Context: an optimization exercise on an open-source flow, tuned for small area and a short achievable clock period. The choices shown serve that exercise and are no tape-out recipe. The RTL was checked by simulation tests, not by an equivalence proof against the original design. No driver is modelled on the clock port, so clock power and skew are understated where the tree is cut down; a real chip needs a root buffer or a tree.

## mul32
module mul32 (
    input             clk,
    input      [31:0] a,
    input      [31:0] b,
    output reg [63:0] product
);
Size: roughly 2500 cells after synthesis, roughly 130 I/O pins, roughly 25000 µm² of cells after synthesis.
Settings: LEC_CHECK=0, ABC_AREA=1, CAP_MARGIN=20, CORE_MARGIN=2, CORE_UTILIZATION=40, SLEW_MARGIN=20, SYNTH_HIERARCHICAL=1, SYNTH_MINIMUM_KEEP_SIZE=0; clock period 30.0 ns.
standard.sh (not shown) runs the stock make flow with config.mk's settings and CLKGATE_MAP_FILE= SYNTH_SCRIPT=/design/flow/synth_recipe.tcl, a recipe that flattens the netlist after the stock synthesis.
==> flow/flow/run.sh <==
#!/bin/bash
export BUFFER_PORTS_ARGS="-buffer_cell sky130_fd_sc_hd__buf_2"
bash standard.sh > standard.log 2>&1
The first run produced a clean layout.
==> next run, changes <==
==> flow/flow/run.sh (replaced) <==
#!/bin/bash
export BUFFER_PORTS_ARGS="-buffer_cell sky130_fd_sc_hd__buf_2"
export CTS_ARGS="-sink_clustering_enable -repair_clock_nets -dont_use_dummy_load -sink_clustering_size 24 -sink_clustering_max_diameter 100 -buf_list sky130_fd_sc_hd__clkbuf_16"
bash standard.sh > standard.log 2>&1
Result: The changed run produced a clean layout; non-clock buffer count stays the same; worst setup slack gets better by 0.015 ns; die area stays the same; final cell count went down by about 0.47%; wire length is about the same; sequential cell count does not change; utilization went down by 0.31 points; global-route usage stays the same; count of clock-buffer cells in the layout is unchanged; worst hold slack is about the same.
==> next run, changes <==
- CORE_UTILIZATION: 40 -> 65
Design area is lower slightly.
Clock-buffer cell count stays the same.
Synthesized cell count is unchanged.
Routed wire length is higher slightly.
Global-route usage came out higher by 17 points.
Register-to-register slack is worse by 0.25 ns.
Worst setup slack improved by 0.058 ns.
Worst hold slack gets better by 0.048 ns.
Cell count goes down by a little under a tenth.

---

job 2502:
mul32, a different RTL version from the one above (not shown whole).
Size: about 2,400 cells after synthesis, roughly 130 I/O pins.
Settings: LEC_CHECK=0, ABC_AREA=1, CAP_MARGIN=20, CORE_MARGIN=2, CORE_UTILIZATION=40, SLEW_MARGIN=20, SYNTH_HIERARCHICAL=1, SYNTH_MINIMUM_KEEP_SIZE=0; clock period 30.0 ns.
==> flow/flow/run.sh <==
#!/bin/bash
export BUFFER_PORTS_ARGS="-buffer_cell sky130_fd_sc_hd__buf_2"
export CTS_ARGS="-sink_clustering_enable -repair_clock_nets -dont_use_dummy_load"
export POST_CTS_TCL="$PWD/flow/clock_inv.tcl"
export SETUP_SLACK_MARGIN=23.30
bash standard.sh > standard.log 2>&1
Other scripts of this flow, unchanged in this note and not shown: flow/flow/clock_inv.tcl
Inputs modified between job 2502 and job 6886:
-- flow/flow/run.sh --
<<< job 2502, line 4
export POST_CTS_TCL="$PWD/flow/clock_inv.tcl"
export SETUP_SLACK_MARGIN=23.30
bash standard.sh > standard.log 2>&1
>>> job 6886, line 4
export POST_CTS_TCL="$PWD/flow/clock_inv.tcl"
export SETUP_SLACK_MARGIN=23.30
export POST_GLOBAL_PLACE_TCL="$PWD/flow/keep_outputs.tcl"
bash standard.sh > standard.log 2>&1
==> flow/flow/keep_outputs.tcl (new file) <==
set block [ord::get_db_block]
set n 0
foreach bt [$block getBTerms] {
  if {[$bt getIoType] != "OUTPUT"} continue
  set net [$bt getNet]
  foreach it [$net getITerms] {
    if {![$it isOutputSignal]} continue
    set buf [$it getInst]
    $buf setDoNotTouch 1
    incr n
    foreach bi [$buf getITerms] {
      if {![$bi isInputSignal]} continue
      foreach d [[$bi getNet] getITerms] {
        if {[$d isOutputSignal] && [[[$d getInst] getMaster] isSequential]} {
          [$d getInst] setDoNotTouch 1
          incr n
        }
      }
    }
  }
}
puts "keep_outputs: $n cells marked dont_touch"
## What came out
Job 6886 never completed; the flow aborted with a tool error in clock tree synthesis (4_1_cts). Job 6886 vs. job 2502: horizontal die dimension stayed essentially flat; die boundary height stayed essentially flat; net count after synthesis stayed essentially flat. Reported for job 2502 and job 6886, post-place instance area turned out identical to the last digit.
Changes in job 3806 relative to job 6886:
Settings: SLEW_MARGIN: 20 -> 5; CAP_MARGIN: 20 -> 5.
==> flow/flow/keep_outputs.tcl <==
set block [ord::get_db_block]
set n 0
foreach bt [$block getBTerms] {
  if {[$bt getIoType] != "OUTPUT"} continue
  foreach it [[$bt getNet] getITerms] {
    if {[$it isOutputSignal]} {
      [$it getInst] setDoNotTouch 1
      incr n
    }
  }
}
puts "keep_outputs: $n output buffers marked dont_touch"
Results
Synthesized area: job 3806 vs job 6886 identical
Job 3806 completed every stage of the flow, and the final layout passed the timing, DRC and antenna checks.
Summary of job 3806 over job 6886: number of instances in the synthesized netlist flat; share of the synthesized area in compound gates (AO/OA/AOI/OAI) flat.
Diff job 6886..job 3806 | estimated wirelength of the detail-placed design | unchanged
The clock cells of job 2502 and job 3806 come from the design's own scripts or RTL, not from TritonCTS.

---

## build 66
Another version of the RTL of mul32 (not shown whole).
Size: roughly 2,400 cells after synthesis, ~130 I/O pins, ~0.024 mm² of cells after synthesis.
Settings: LEC_CHECK=0, ABC_AREA=1, CAP_MARGIN=20, CORE_MARGIN=2, CORE_UTILIZATION=40, SLEW_MARGIN=20, SYNTH_HIERARCHICAL=1, SYNTH_MINIMUM_KEEP_SIZE=0; clock period 30.0 ns.
==> flow/flow/run.sh <==
#!/bin/bash
export BUFFER_PORTS_ARGS="-buffer_cell sky130_fd_sc_hd__buf_2"
export CTS_ARGS="-sink_clustering_enable -repair_clock_nets -dont_use_dummy_load"
export POST_CTS_TCL="$PWD/flow/clock_inv.tcl"
export SETUP_SLACK_MARGIN=23.30
export SETUP_MOVE_SEQUENCE="unbuffer,sizeup,swap"
export POST_GLOBAL_PLACE_TCL="$PWD/flow/keep_outputs.tcl"
export PRE_FINAL_REPORT_TCL="$PWD/flow/release.tcl"
# ORFS writes each step's full log under orfs/logs/; the make and DEF export
# output goes to standard.log.
bash standard.sh > standard.log 2>&1
==> flow/flow/clock_inv.tcl <==
# Clock tree rework, run after CTS. CTS builds one root buffer that drives
# every leaf buffer across the die. Here the clock port instead drives up to
# four root inverters, one per quadrant of the leaves, and each leaf buffer
# becomes an inverter: every register's clock still passes through the same
# two stages (now inverting twice), keeping the tree balanced, with about
# half the insertion delay. Leaf clusters and flip-flops are left as CTS
# made them.
set root_cell sky130_fd_sc_hd__clkinv_16
set leaf_cell sky130_fd_sc_hd__clkinv_4
set big_leaf_cell sky130_fd_sc_hd__clkinv_8
set big_leaf_load 0.03
set block [ord::get_db_block]
set port_net [[$block findBTerm clk] getNet]
set roots {}
foreach it [$port_net getITerms] { lappend roots [$it getInst] }
if {[llength $roots] != 1} { error "clock_roots: expected one root buffer, found [llength $roots]" }
set root [lindex $roots 0]
set root_master [[$root getMaster] getName]
set root_out ""
foreach it [$root getITerms] {
  if {[$it isOutputSignal]} { set root_out [$it getNet] }
}
set leaves {}
foreach it [$root_out getITerms] {
  if {[$it isInputSignal]} { lappend leaves $it }
}
# every leaf must be a buffer whose output drives only flip-flop clock pins
foreach it $leaves {
  set li [$it getInst]
  if {![string match "*clkbuf*" [[$li getMaster] getName]]} { error "clock_roots: unexpected leaf [$li getName]" }
  foreach o [$li getITerms] {
    if {[$o isOutputSignal]} {
      foreach s [[$o getNet] getITerms] {
        if {[$s isInputSignal] && ![string match "*dfxtp*" [[[$s getInst] getMaster] getName]]} {
          error "clock_roots: leaf [$li getName] drives [[$s getInst] getName]"
        }
      }
    }
  }
}
puts "clock_roots: root [$root getName] ($root_master) drives [llength $leaves] pins"
# split the leaves at the median x, then each half at its median y
proc loc {it} {
  set b [[$it getInst] getBBox]
  return [list [expr {([$b xMin] + [$b xMax]) / 2}] [expr {([$b yMin] + [$b yMax]) / 2}]]
}
set pts {}
foreach it $leaves { lappend pts [concat [loc $it] [list $it]] }
set pts [lsort -integer -index 0 $pts]
set h [expr {[llength $pts] / 2}]
set groups {}
foreach half [list [lrange $pts 0 [expr {$h - 1}]] [lrange $pts $h end]] {
  set half [lsort -integer -index 1 $half]
  set q [expr {[llength $half] / 2}]
  lappend groups [lrange $half 0 [expr {$q - 1}]] [lrange $half $q end]
}
set n 0
foreach g $groups {
  if {[llength $g] == 0} continue
  set sx 0; set sy 0
  foreach p $g { incr sx [lindex $p 0]; incr sy [lindex $p 1] }
  set cx [expr {$sx / [llength $g]}]
  set cy [expr {$sy / [llength $g]}]
  set bname "clkroot_$n"
  set nname "clkroot_net_$n"
  set inst [odb::dbInst_create $block [[ord::get_db] findMaster $root_cell] $bname]
  set net [odb::dbNet_create $block $nname]
  $inst setLocation $cx $cy
  $inst setPlacementStatus PLACED
  $net setSigType CLOCK
  foreach p $g {
    set it [lindex $p 2]
    $it disconnect
    $it connect $net
  }
  foreach it [$inst getITerms] {
    if {[$it isOutputSignal]} { $it connect $net }
    if {[$it isInputSignal]} { $it connect $port_net }
  }
  puts "clock_roots: $bname at $cx $cy drives [llength $g] pins"
  incr n
}
# replace each leaf buffer by an inverter at the same place
set k 0
foreach it $leaves {
  set li [$it getInst]
  set in_net ""
  set out_net ""
  foreach t [$li getITerms] {
    if {[$t isInputSignal]} { set in_net [$t getNet] }
    if {[$t isOutputSignal]} { set out_net [$t getNet] }
  }
  set loc [$li getLocation]
  # a leaf with a large load (many sinks or long wires) gets the stronger
  # inverter: estimated load = pins + wire over the half perimeter of the
  # sinks' bounding box
  set xs [list [lindex $loc 0]]
  set ys [list [lindex $loc 1]]
  set nsink 0
  foreach t [$out_net getITerms] {
    if {![$t isInputSignal]} continue
    set b [[$t getInst] getBBox]
    lappend xs [$b xMin]
    lappend ys [$b yMin]
    incr nsink
  }
  set um [$block getDbUnitsPerMicron]
  set hpwl [expr {double([tcl::mathfunc::max {*}$xs] - [tcl::mathfunc::min {*}$xs] + [tcl::mathfunc::max {*}$ys] - [tcl::mathfunc::min {*}$ys]) / $um}]
  set load [expr {$nsink * 0.0018 + $hpwl * 0.00019}]
  set cell $leaf_cell
  if {$load > $big_leaf_load} { set cell $big_leaf_cell }
  set ni [odb::dbInst_create $block [[ord::get_db] findMaster $cell] "clkleaf_$k"]
  $ni setLocation [lindex $loc 0] [lindex $loc 1]
  $ni setPlacementStatus PLACED
  odb::dbInst_destroy $li
  foreach t [$ni getITerms] {
    if {[$t isInputSignal]} { $t connect $in_net }
    if {[$t isOutputSignal]} { $t connect $out_net }
  }
  puts "clock_roots: clkleaf_$k [[$ni getMaster] getName] for $nsink sinks, [format %.0f $hpwl] um"
  incr k
}
odb::dbInst_destroy $root
odb::dbNet_destroy $root_out
detailed_placement
check_placement
estimate_parasitics -placement
==> flow/flow/keep_outputs.tcl <==
set block [ord::get_db_block]
set die [$block getDieArea]
set cx [expr {([$die xMin] + [$die xMax]) / 2}]
set cy [expr {([$die yMin] + [$die yMax]) / 2}]
set n 0
set moved 0
foreach bt [$block getBTerms] {
  if {[$bt getIoType] != "OUTPUT"} continue
  foreach it [[$bt getNet] getITerms] {
    if {![$it isOutputSignal]} continue
    set buf [$it getInst]
    $buf setDoNotTouch 1
    incr n
    set bb [$buf getBBox]
    set bx [expr {([$bb xMin] + [$bb xMax]) / 2}]
    set by [expr {([$bb yMin] + [$bb yMax]) / 2}]
    foreach bi [$buf getITerms] {
      if {![$bi isInputSignal]} continue
      foreach d [[$bi getNet] getITerms] {
        if {![$d isOutputSignal]} continue
        set ff [$d getInst]
        if {![[$ff getMaster] isSequential]} continue
        # 4 um from the buffer towards the die centre
        set dx [expr {$cx - $bx}]
        set dy [expr {$cy - $by}]
        set len [expr {sqrt(double($dx) * $dx + double($dy) * $dy)}]
        if {$len < 1} { set len 1 }
        set step [expr {4.0 * [$block getDbUnitsPerMicron]}]
        set x [expr {int($bx + $dx / $len * $step)}]
        set y [expr {int($by + $dy / $len * $step)}]
        $ff setLocation $x $y
        incr moved
      }
    }
  }
}
# input port buffers: the input paths have slack to spare, so the smallest
# buffer does
set nin 0
foreach bt [$block getBTerms] {
  if {[$bt getIoType] != "INPUT" || [$bt getSigType] == "CLOCK"} continue
  foreach it [[$bt getNet] getITerms] {
    set inst [$it getInst]
    if {[$it isInputSignal] && [[$inst getMaster] getName] == "sky130_fd_sc_hd__buf_2"} {
      replace_cell [$inst getName] sky130_fd_sc_hd__buf_1
      incr nin
    }
  }
}
puts "keep_outputs: $nin input port buffers set to buf_1"
puts "keep_outputs: $n output buffers marked dont_touch, $moved flip-flops moved next to them"
Other scripts of this flow, unchanged in this note and not shown: flow/flow/release.tcl
### build 66 -> build 49
diff --git a/flow/flow/run.sh b/flow/flow/run.sh
--- a/flow/flow/run.sh
+++ b/flow/flow/run.sh
@@ -5,2 +5 @@
-export SETUP_SLACK_MARGIN=23.30
-export SETUP_MOVE_SEQUENCE="unbuffer,sizeup,swap"
+export SETUP_SLACK_MARGIN=23.40
@@ -9,2 +7,0 @@
-# ORFS writes each step's full log under orfs/logs/; the make and DEF export
-# output goes to standard.log.
diff --git a/flow/flow/clock_inv.tcl b/flow/flow/clock_inv.tcl
--- a/flow/flow/clock_inv.tcl
+++ b/flow/flow/clock_inv.tcl
@@ -10,2 +9,0 @@
-set big_leaf_cell sky130_fd_sc_hd__clkinv_8
-set big_leaf_load 0.03
@@ -94,19 +92 @@
-  # a leaf with a large load (many sinks or long wires) gets the stronger
-  # inverter: estimated load = pins + wire over the half perimeter of the
-  # sinks' bounding box
-  set xs [list [lindex $loc 0]]
-  set ys [list [lindex $loc 1]]
-  set nsink 0
-  foreach t [$out_net getITerms] {
-    if {![$t isInputSignal]} continue
-    set b [[$t getInst] getBBox]
-    lappend xs [$b xMin]
-    lappend ys [$b yMin]
-    incr nsink
-  }
-  set um [$block getDbUnitsPerMicron]
-  set hpwl [expr {double([tcl::mathfunc::max {*}$xs] - [tcl::mathfunc::min {*}$xs] + [tcl::mathfunc::max {*}$ys] - [tcl::mathfunc::min {*}$ys]) / $um}]
-  set load [expr {$nsink * 0.0018 + $hpwl * 0.00019}]
-  set cell $leaf_cell
-  if {$load > $big_leaf_load} { set cell $big_leaf_cell }
-  set ni [odb::dbInst_create $block [[ord::get_db] findMaster $cell] "clkleaf_$k"]
+  set ni [odb::dbInst_create $block [[ord::get_db] findMaster $leaf_cell] "clkleaf_$k"]
@@ -120 +99,0 @@
-  puts "clock_roots: clkleaf_$k [[$ni getMaster] getName] for $nsink sinks, [format %.0f $hpwl] um"
diff --git a/flow/flow/keep_outputs.tcl b/flow/flow/keep_outputs.tcl
--- a/flow/flow/keep_outputs.tcl
+++ b/flow/flow/keep_outputs.tcl
@@ -37,14 +36,0 @@
-# input port buffers: the input paths have slack to spare, so the smallest
-# buffer does
-set nin 0
-foreach bt [$block getBTerms] {
-  if {[$bt getIoType] != "INPUT" || [$bt getSigType] == "CLOCK"} continue
-  foreach it [[$bt getNet] getITerms] {
-    set inst [$it getInst]
-    if {[$it isInputSignal] && [[$inst getMaster] getName] == "sky130_fd_sc_hd__buf_2"} {
-      replace_cell [$inst getName] sky130_fd_sc_hd__buf_1
-      incr nin
-    }
-  }
-}
-puts "keep_outputs: $nin input port buffers set to buf_1"
### Flow results
- Build 49 finished every step from synthesis to the final layout, and the layout passed the timing, DRC and antenna checks.
- Compared with build 66, in build 49 layout net count stayed essentially flat; global routing met3 resource utilization dropped 1.4 points.
- Per the comparison of build 49 with build 66, final worst-path cycle share stayed essentially flat, cell area after placement increased by 80 µm² relative to the old numbers, via count went down by about 1.2%, number of standard cells in the final layout excluding fillers essentially unchanged, reg-to-reg setup timing slack moved down.
- On largest clock skew in the final design, build 66 beats build 49.
- Taking build 66 as the reference, in build 49 number of global-route vias before repair did not really move, final worst setup slack went up.
What build 90 does differently from build 49 at the input level:
diff --git a/flow/flow/run.sh b/flow/flow/run.sh
--- a/flow/flow/run.sh
+++ b/flow/flow/run.sh
@@ -5 +5,2 @@
-export SETUP_SLACK_MARGIN=23.40
+export SETUP_SLACK_MARGIN=23.35
+export SETUP_MOVE_SEQUENCE="unbuffer,sizeup,swap"
diff --git a/flow/flow/clock_inv.tcl b/flow/flow/clock_inv.tcl
--- a/flow/flow/clock_inv.tcl
+++ b/flow/flow/clock_inv.tcl
@@ -9,0 +10,2 @@
+set big_leaf_cell sky130_fd_sc_hd__clkinv_8
+set big_leaf_load 0.04
@@ -92 +94,19 @@
-  set ni [odb::dbInst_create $block [[ord::get_db] findMaster $leaf_cell] "clkleaf_$k"]
+  # a leaf with a large load (many sinks or long wires) gets the stronger
+  # inverter: estimated load = pins + wire over the half perimeter of the
+  # sinks' bounding box
+  set xs [list [lindex $loc 0]]
+  set ys [list [lindex $loc 1]]
+  set nsink 0
+  foreach t [$out_net getITerms] {
+    if {![$t isInputSignal]} continue
+    set b [[$t getInst] getBBox]
+    lappend xs [$b xMin]
+    lappend ys [$b yMin]
+    incr nsink
+  }
+  set um [$block getDbUnitsPerMicron]
+  set hpwl [expr {double([tcl::mathfunc::max {*}$xs] - [tcl::mathfunc::min {*}$xs] + [tcl::mathfunc::max {*}$ys] - [tcl::mathfunc::min {*}$ys]) / $um}]
+  set load [expr {$nsink * 0.0018 + $hpwl * 0.00019}]
+  set cell $leaf_cell
+  if {$load > $big_leaf_load} { set cell $big_leaf_cell }
+  set ni [odb::dbInst_create $block [[ord::get_db] findMaster $cell] "clkleaf_$k"]
@@ -99,0 +120 @@
+  puts "clock_roots: clkleaf_$k [[$ni getMaster] getName] for $nsink sinks, [format %.0f $hpwl] um"
diff --git a/flow/flow/keep_outputs.tcl b/flow/flow/keep_outputs.tcl
--- a/flow/flow/keep_outputs.tcl
+++ b/flow/flow/keep_outputs.tcl
@@ -36,0 +37,14 @@
+# input port buffers: the input paths have slack to spare, so the smallest
+# buffer does
+set nin 0
+foreach bt [$block getBTerms] {
+  if {[$bt getIoType] != "INPUT" || [$bt getSigType] == "CLOCK"} continue
+  foreach it [[$bt getNet] getITerms] {
+    set inst [$it getInst]
+    if {[$it isInputSignal] && [[$inst getMaster] getName] == "sky130_fd_sc_hd__buf_2"} {
+      replace_cell [$inst getName] sky130_fd_sc_hd__buf_1
+      incr nin
+    }
+  }
+}
+puts "keep_outputs: $nin input port buffers set to buf_1"
diff --git a/flow/config.mk b/flow/config.mk
--- a/flow/config.mk
+++ b/flow/config.mk
@@ -8 +8 @@
-export ABC_AREA = 1
+export ABC_AREA = 0
--- outcome ---
Build 90 vs build 49: fraction of the core area covered by cells at the end of the flow up in build 90
On first-pass GRT wire length, the lower figure sits with build 90, not build 49.
No stage failed in build 90, and the final checks on the layout all came back clean.
The inputs of build 34 differ from those of build 90 as listed below.
diff --git a/flow/flow/run.sh b/flow/flow/run.sh
--- a/flow/flow/run.sh
+++ b/flow/flow/run.sh
@@ -8,0 +9,2 @@
+# ORFS writes each step's full log under orfs/logs/; the make and DEF export
+# output goes to standard.log.
diff --git a/flow/flow/clock_inv.tcl b/flow/flow/clock_inv.tcl
--- a/flow/flow/clock_inv.tcl
+++ b/flow/flow/clock_inv.tcl
@@ -10,2 +9,0 @@
-set big_leaf_cell sky130_fd_sc_hd__clkinv_8
-set big_leaf_load 0.04
@@ -94,19 +92 @@
-  # a leaf with a large load (many sinks or long wires) gets the stronger
-  # inverter: estimated load = pins + wire over the half perimeter of the
-  # sinks' bounding box
-  set xs [list [lindex $loc 0]]
-  set ys [list [lindex $loc 1]]
-  set nsink 0
-  foreach t [$out_net getITerms] {
-    if {![$t isInputSignal]} continue
-    set b [[$t getInst] getBBox]
-    lappend xs [$b xMin]
-    lappend ys [$b yMin]
-    incr nsink
-  }
-  set um [$block getDbUnitsPerMicron]
-  set hpwl [expr {double([tcl::mathfunc::max {*}$xs] - [tcl::mathfunc::min {*}$xs] + [tcl::mathfunc::max {*}$ys] - [tcl::mathfunc::min {*}$ys]) / $um}]
-  set load [expr {$nsink * 0.0018 + $hpwl * 0.00019}]
-  set cell $leaf_cell
-  if {$load > $big_leaf_load} { set cell $big_leaf_cell }
-  set ni [odb::dbInst_create $block [[ord::get_db] findMaster $cell] "clkleaf_$k"]
+  set ni [odb::dbInst_create $block [[ord::get_db] findMaster $leaf_cell] "clkleaf_$k"]
@@ -120 +99,0 @@
-  puts "clock_roots: clkleaf_$k [[$ni getMaster] getName] for $nsink sinks, [format %.0f $hpwl] um"
diff --git a/flow/flow/keep_outputs.tcl b/flow/flow/keep_outputs.tcl
--- a/flow/flow/keep_outputs.tcl
+++ b/flow/flow/keep_outputs.tcl
@@ -37,14 +36,0 @@
-# input port buffers: the input paths have slack to spare, so the smallest
-# buffer does
-set nin 0
-foreach bt [$block getBTerms] {
-  if {[$bt getIoType] != "INPUT" || [$bt getSigType] == "CLOCK"} continue
-  foreach it [[$bt getNet] getITerms] {
-    set inst [$it getInst]
-    if {[$it isInputSignal] && [[$inst getMaster] getName] == "sky130_fd_sc_hd__buf_2"} {
-      replace_cell [$inst getName] sky130_fd_sc_hd__buf_1
-      incr nin
-    }
-  }
-}
-puts "keep_outputs: $nin input port buffers set to buf_1"
diff --git a/flow/config.mk b/flow/config.mk
--- a/flow/config.mk
+++ b/flow/config.mk
@@ -8 +8 @@
-export ABC_AREA = 0
+export ABC_AREA = 1
Results
Summary of build 34 over build 90: share of the clock period used by the worst path after layout roughly the same, routing usage on met2 down 2.1 points, synthesized cell count moved up. Per the comparison of build 34 with build 90, worst-case setup margin in the final layout went up 0.021 ns; final standard cell area without fillers went down about 1.5%; highest cell delay on the worst timing path went down 0.30 ns; proportion of layout cells with a drive suffix above 1 went up 0.96 points. Cmp build 34 and build 90 / routed wire length / lower: build 90.
Here is what was changed in the inputs of build 31 compared with build 34.
diff --git a/flow/flow/run.sh b/flow/flow/run.sh
--- a/flow/flow/run.sh
+++ b/flow/flow/run.sh
@@ -5,2 +5 @@
-export SETUP_SLACK_MARGIN=23.35
-export SETUP_MOVE_SEQUENCE="unbuffer,sizeup,swap"
+export SETUP_SLACK_MARGIN=23.40
@@ -9,2 +7,0 @@
-# ORFS writes each step's full log under orfs/logs/; the make and DEF export
-# output goes to standard.log.
diff --git a/flow/config.mk b/flow/config.mk
--- a/flow/config.mk
+++ b/flow/config.mk
@@ -11 +11 @@
-export CORE_UTILIZATION = 40
+export CORE_UTILIZATION = 55
==> comparison <==
Sort build 34 and build 31 by final period demand of the worst path, ascending, and build 34 comes first.
Build 31 ended up with a higher final core utilization than build 34 did.
Between build 34 and build 31, the difference in maximum frequency is negligible.
Compared to build 34, build 31 has routed wire length about 3.4% lower.
## Diff of input files: build 21 against build 31
diff --git a/flow/flow/run.sh b/flow/flow/run.sh
--- a/flow/flow/run.sh
+++ b/flow/flow/run.sh
@@ -5 +5,2 @@
-export SETUP_SLACK_MARGIN=23.40
+export SETUP_SLACK_MARGIN=23.30
+export PRE_GLOBAL_PLACE_TCL="$PWD/flow/size_flops.tcl"
==> flow/flow/size_flops.tcl (new file) <==
set block [ord::get_db_block]
# the buffers synthesis put on these nets go first (global placement would
# remove them anyway)
remove_buffers
set n 0
foreach inst [$block getInsts] {
  set m [$inst getMaster]
  if {![$m isSequential]} continue
  if {[$m getName] != "sky130_fd_sc_hd__dfxtp_1" && [$m getName] != "sky130_fd_sc_hd__dfxtp_2"} continue
  set fo 0
  foreach it [$inst getITerms] {
    if {[$it isOutputSignal] && [$it getNet] != "NULL"} {
      set fo [expr {[llength [[$it getNet] getITerms]] - 1}]
    }
  }
  if {$fo > 16} {
    replace_cell [$inst getName] sky130_fd_sc_hd__dfxtp_4
    incr n
  }
}
puts "size_flops: $n flip-flops set to dfxtp_4"
diff --git a/flow/config.mk b/flow/config.mk
--- a/flow/config.mk
+++ b/flow/config.mk
@@ -11 +11 @@
-export CORE_UTILIZATION = 55
+export CORE_UTILIZATION = 40
Notes after the runs:
For build 31 and build 21, there was not a single run that failed to finish clean. Area growth from synthesis to final layout | build 21 above build 31. Compared with build 31, build 21 ends up with a larger final cell area. Build 31 ended up with fewer cell instances than build 21 did. Proportion of layout cells with a drive suffix above 1 (lower): build 21. | fraction of area in registers | build 21 vs build 31 | 0.78 points higher |. Of build 21 and build 31, it is build 21 that has the higher global-route wire length before repair. Amount of wire on met2 after detailed routing (lower): build 31.
No run of this note takes its clock network from TritonCTS; it comes from the design's own scripts or RTL.

==> what the ideal ports hide <==
The flow's constraints put no driver on any port. The routed layouts listed below were extracted and timed again, unchanged, in two steps.
Step 1 sets driving cells, clkbuf_16 on the clock port and buf_2 on the other inputs (assumed; they add their load-dependent delay and slew).
Step 2 adds t to the input delays and takes it off the output delays; t is the mean of the earliest and latest rising clock arrival at the registers after step 1. Input paths then give back, and output paths get back, about the clock's delay inside the block.
a / b / c = no drivers / after step 1 / after step 2; a / b = the first two.
run | shift t [ns] | setup slack, ns | latest minus earliest clock arrival (ns) | cell pins on the clock port's net
the first run of note 1 | 0.561 | 22.978 / 22.914 / 23.369 | 0.039 / 0.039 | 1
the second run of note 1 | 0.540 | 22.992 / 22.931 / 23.356 | 0.041 / 0.041 | 1
the third run of note 1 | 0.530 | 23.050 / 22.995 / 23.105 | 0.016 / 0.016 | 1
job 2502 | 0.404 | 23.400 / 23.147 / 23.478 | 0.027 / 0.032 | 4
job 3806 | 0.404 | 23.389 / 23.134 / 23.478 | 0.026 / 0.033 | 4
build 66 | 0.385 | 23.400 / 23.158 / 23.410 | 0.026 / 0.027 | 4
build 49 | 0.367 | 23.405 / 23.170 / 23.495 | 0.031 / 0.032 | 4
build 90 | 0.392 | 23.383 / 23.148 / 23.314 | 0.035 / 0.043 | 4
build 34 | 0.366 | 23.404 / 23.169 / 23.499 | 0.031 / 0.030 | 4
build 31 | 0.374 | 23.389 / 23.155 / 23.463 | 0.040 / 0.039 | 4
build 21 | 0.390 | 23.363 / 23.120 / 23.481 | 0.054 / 0.056 | 4
After both steps setup and hold are still met in every run listed. For build 90, which loses most, drivers alone change the setup slack by -0.235 ns; drivers and shift together by -0.069 ns.
